This is an optimization exercise on Yosys and OpenROAD, whose aim is small area and a short achievable clock period, not a production implementation. In this exercise RTL edits were held to simulation tests only and were not proved equivalent to the original. No activity file was given, so power comes from the tool's default toggle rates.

// fpga_top
module fpga_top (clk, rstn, addr, we, dx, dw, dt, out);
  input clk;
  input we;
  input [255:0] dx;
  input [255:0] dw;
  input [15:0] dt;
  input [2:0] addr;
  input rstn;
  output out;
  wire [255:0] mm = dx ^ dw;
  wire s1, c2;
  wire s3, c4;
  wire s5, c6;
  wire s7, c8;
  wire s9, c10;
  wire s11, c12;
  wire s13, c14;
  wire s15, c16;
  wire s17, c18;
  wire s19, c20;
  wire s21, c22;
  wire s23, c24;
  wire s25, c26;
  wire s27, c28;
  wire s29, c30;
  wire s31, c32;
  wire s33, c34;
  wire s35, c36;
  wire s37, c38;
  wire s39, c40;
  wire s41, c42;
  wire s43, c44;
  wire s45, c46;
  wire s47, c48;
  wire s49, c50;
  wire s51, c52;
  wire s53, c54;
  wire s55, c56;
  wire s57, c58;
  wire s59, c60;
  wire s61, c62;
  wire s63, c64;
  wire s65, c66;
  wire s67, c68;
  wire s69, c70;
  wire s71, c72;
  wire s73, c74;
  wire s75, c76;
  wire s77, c78;
  wire s79, c80;
  wire s81, c82;
  wire s83, c84;
  wire s85, c86;
  wire s87, c88;
  wire s89, c90;
  wire s91, c92;
  wire s93, c94;
  wire s95, c96;
  wire s97, c98;
  wire s99, c100;
  wire s101, c102;
  wire s103, c104;
  wire s105, c106;
  wire s107, c108;
  wire s109, c110;
  wire s111, c112;
  wire s113, c114;
  wire s115, c116;
  wire s117, c118;
  wire s119, c120;
  wire s121, c122;
  wire s123, c124;
  wire s125, c126;
  wire s127, c128;
  wire s129, c130;
  wire s131, c132;
  wire s133, c134;
  wire s135, c136;
  wire s137, c138;
  wire s139, c140;
  wire s141, c142;
  wire s143, c144;
  wire s145, c146;
  wire s147, c148;
  wire s149, c150;
  wire s151, c152;
  wire s153, c154;
  wire s155, c156;
  ...
For scale: ~540 I/O pins.
clock: 10.0 ns
lec_check: 0
cap_margin: 20
core_margin: 2
core_utilization: 40
slew_margin: 20
standard.sh (not shown) runs the stock make flow with config.mk's settings and CLKGATE_MAP_FILE= SYNTH_SCRIPT=/design/flow/synth_recipe.tcl, a recipe that flattens the netlist after the stock synthesis.
==> flow/flow/run.sh <==
#!/bin/bash
# The standard layout with three changes:
#  1. after the standard synthesis, invpush.py flips full adders (and xor/xnor
#     gates) to remove most inverters between them (same function, same registers);
#  2. the port buffers are sky130_fd_sc_hd__buf_1;
#  3. timing repair aims at a shorter period (SETUP_SLACK_MARGIN);
#  4. clock tree of clkbuf_8 without dummy loads.
set -euo pipefail
MARGIN=${MARGIN:-7}
bash standard.sh synth > flow_synth.log 2>&1
R=orfs/results/sky130hd/fpga_top/base
cp $R/1_2_yosys.v $R/1_2_yosys.standard.v
python3 flow/invpush.py $R/1_2_yosys.standard.v $R/1_2_yosys.v > flow_invpush.log 2>&1
rm -f $R/1_synth.odb $R/1_synth.sdc
bash standard.sh "BUFFER_PORTS_ARGS=-buffer_cell sky130_fd_sc_hd__buf_1" SETUP_SLACK_MARGIN=$MARGIN "CTS_ARGS=-sink_clustering_enable -repair_clock_nets -dont_use_dummy_load -buf_list sky130_fd_sc_hd__clkbuf_8 -sink_clustering_size 18 -sink_clustering_max_diameter 70" finish > flow_layout.log 2>&1
Other scripts of this flow, unchanged in this note and not shown: flow/flow/invpush.py
The starting point completed with no timing, DRC or antenna violations.
Next try:
--- a/flow/design.v
+++ b/flow/design.v
@@ -934,26 +934,63 @@
   reg [8:0] XPp;
   reg [15:0] XPt;
   reg [15:0] Sn;
   reg outr;
   wire [15:0] XRt = fresh ? tsel : XPt;
   reg XPpend;
   wire hitP = wv2 && Roh[wa2];
   wire hitF = wv3 && Roh[wa3];
   wire [8:0] XPe = XPpend ? p3 : XPp;
   wire [8:0] XRp = fresh ? (hitF ? p3 : psel) : XPe;
   always @(posedge clk) XPpend <= fresh && hitP;
+  wire [15:0] cg0 = Sn & ~XRt;
+  wire [15:0] cl0 = ~Sn & XRt;
+  wire [7:0] cg1, cl1;
+  assign cg1[0] = cg0[1] | (~cl0[1] & cg0[0]);
+  assign cl1[0] = cl0[1] | (~cg0[1] & cl0[0]);
+  assign cg1[1] = cg0[3] | (~cl0[3] & cg0[2]);
+  assign cl1[1] = cl0[3] | (~cg0[3] & cl0[2]);
+  assign cg1[2] = cg0[5] | (~cl0[5] & cg0[4]);
+  assign cl1[2] = cl0[5] | (~cg0[5] & cl0[4]);
+  assign cg1[3] = cg0[7] | (~cl0[7] & cg0[6]);
+  assign cl1[3] = cl0[7] | (~cg0[7] & cl0[6]);
+  assign cg1[4] = cg0[9] | (~cl0[9] & cg0[8]);
+  assign cl1[4] = cl0[9] | (~cg0[9] & cl0[8]);
+  assign cg1[5] = cg0[11] | (~cl0[11] & cg0[10]);
+  assign cl1[5] = cl0[11] | (~cg0[11] & cl0[10]);
+  assign cg1[6] = cg0[13] | (~cl0[13] & cg0[12]);
+  assign cl1[6] = cl0[13] | (~cg0[13] & cl0[12]);
+  assign cg1[7] = cg0[15] | (~cl0[15] & cg0[14]);
+  assign cl1[7] = cl0[15] | (~cg0[15] & cl0[14]);
+  wire [3:0] cg2, cl2;
+  assign cg2[0] = cg1[1] | (~cl1[1] & cg1[0]);
+  assign cl2[0] = cl1[1] | (~cg1[1] & cl1[0]);
+  assign cg2[1] = cg1[3] | (~cl1[3] & cg1[2]);
+  assign cl2[1] = cl1[3] | (~cg1[3] & cl1[2]);
+  assign cg2[2] = cg1[5] | (~cl1[5] & cg1[4]);
+  assign cl2[2] = cl1[5] | (~cg1[5] & cl1[4]);
+  assign cg2[3] = cg1[7] | (~cl1[7] & cg1[6]);
+  assign cl2[3] = cl1[7] | (~cg1[7] & cl1[6]);
+  wire [1:0] cg3, cl3;
+  assign cg3[0] = cg2[1] | (~cl2[1] & cg2[0]);
+  assign cl3[0] = cl2[1] | (~cg2[1] & cl2[0]);
+  assign cg3[1] = cg2[3] | (~cl2[3] & cg2[2]);
+  assign cl3[1] = cl2[3] | (~cg2[3] & cl2[2]);
+  wire [0:0] cg4, cl4;
+  assign cg4[0] = cg3[1] | (~cl3[1] & cg3[0]);
+  assign cl4[0] = cl3[1] | (~cg3[1] & cl3[0]);
+  wire sgt = cg4[0];
   always @(posedge clk) begin
     if (!we) Roh <= 8'd1 << addr;
     fresh <= ~we;
     XPp <= XRp;
     XPt <= XRt;
     if (rstn) begin
       Sn <= 16'd0;
       outr <= 1'b0;
     end else begin
       Sn <= Sn + {7'd0, XPe};
-      outr <= Sn > XRt;
+      outr <= sgt;
     end
   end
   assign out = outr;
 endmodule
What happened: The changed run completed without violations; sequential share of layout area is higher by 0.21 points; cell count is lower slightly; power is lower slightly; via count is lower slightly; hold slack degrades by 0.029 ns; wire length is lower by a few percent; setup slack degrades by 0.052 ns; design area is lower slightly; first-iteration DRC count is higher by about a fifth; maximum frequency is lower slightly; global-route usage is lower by 0.43 points; combinational power is lower slightly; non-clock buffer count is higher by 7; synthesized cell count is lower slightly.

afterwards: timing with drivers on the ports:
The flow's constraints put no driver on any port. The routed layouts listed below were extracted and timed again, unchanged, in two steps. Step 1 sets driving cells, clkbuf_16 on the clock port and buf_2 on the other inputs (assumed; they add their load-dependent delay and slew). Step 2 adds t to the input delays and takes it off the output delays; t is the mean of the earliest and latest rising clock arrival at the registers after step 1. Input paths then give back, and output paths get back, about the clock's delay inside the block. Three values: ideal, step 1, step 2; two values: the first two.
run | t (ns) | setup WS [ns] | latest minus earliest clock arrival (ns) | worst data-port slew with drivers (ns)
the first run | 0.658 | 6.933 / 6.895 / 6.344 | 0.075 / 0.076 | 0.12
the second run | 0.654 | 6.881 / 6.843 / 6.396 | 0.095 / 0.095 | 0.11
After both steps every run listed still meets setup and hold. For the first run, which loses most, drivers alone change the setup slack by -0.038 ns; drivers and shift together by -0.589 ns.
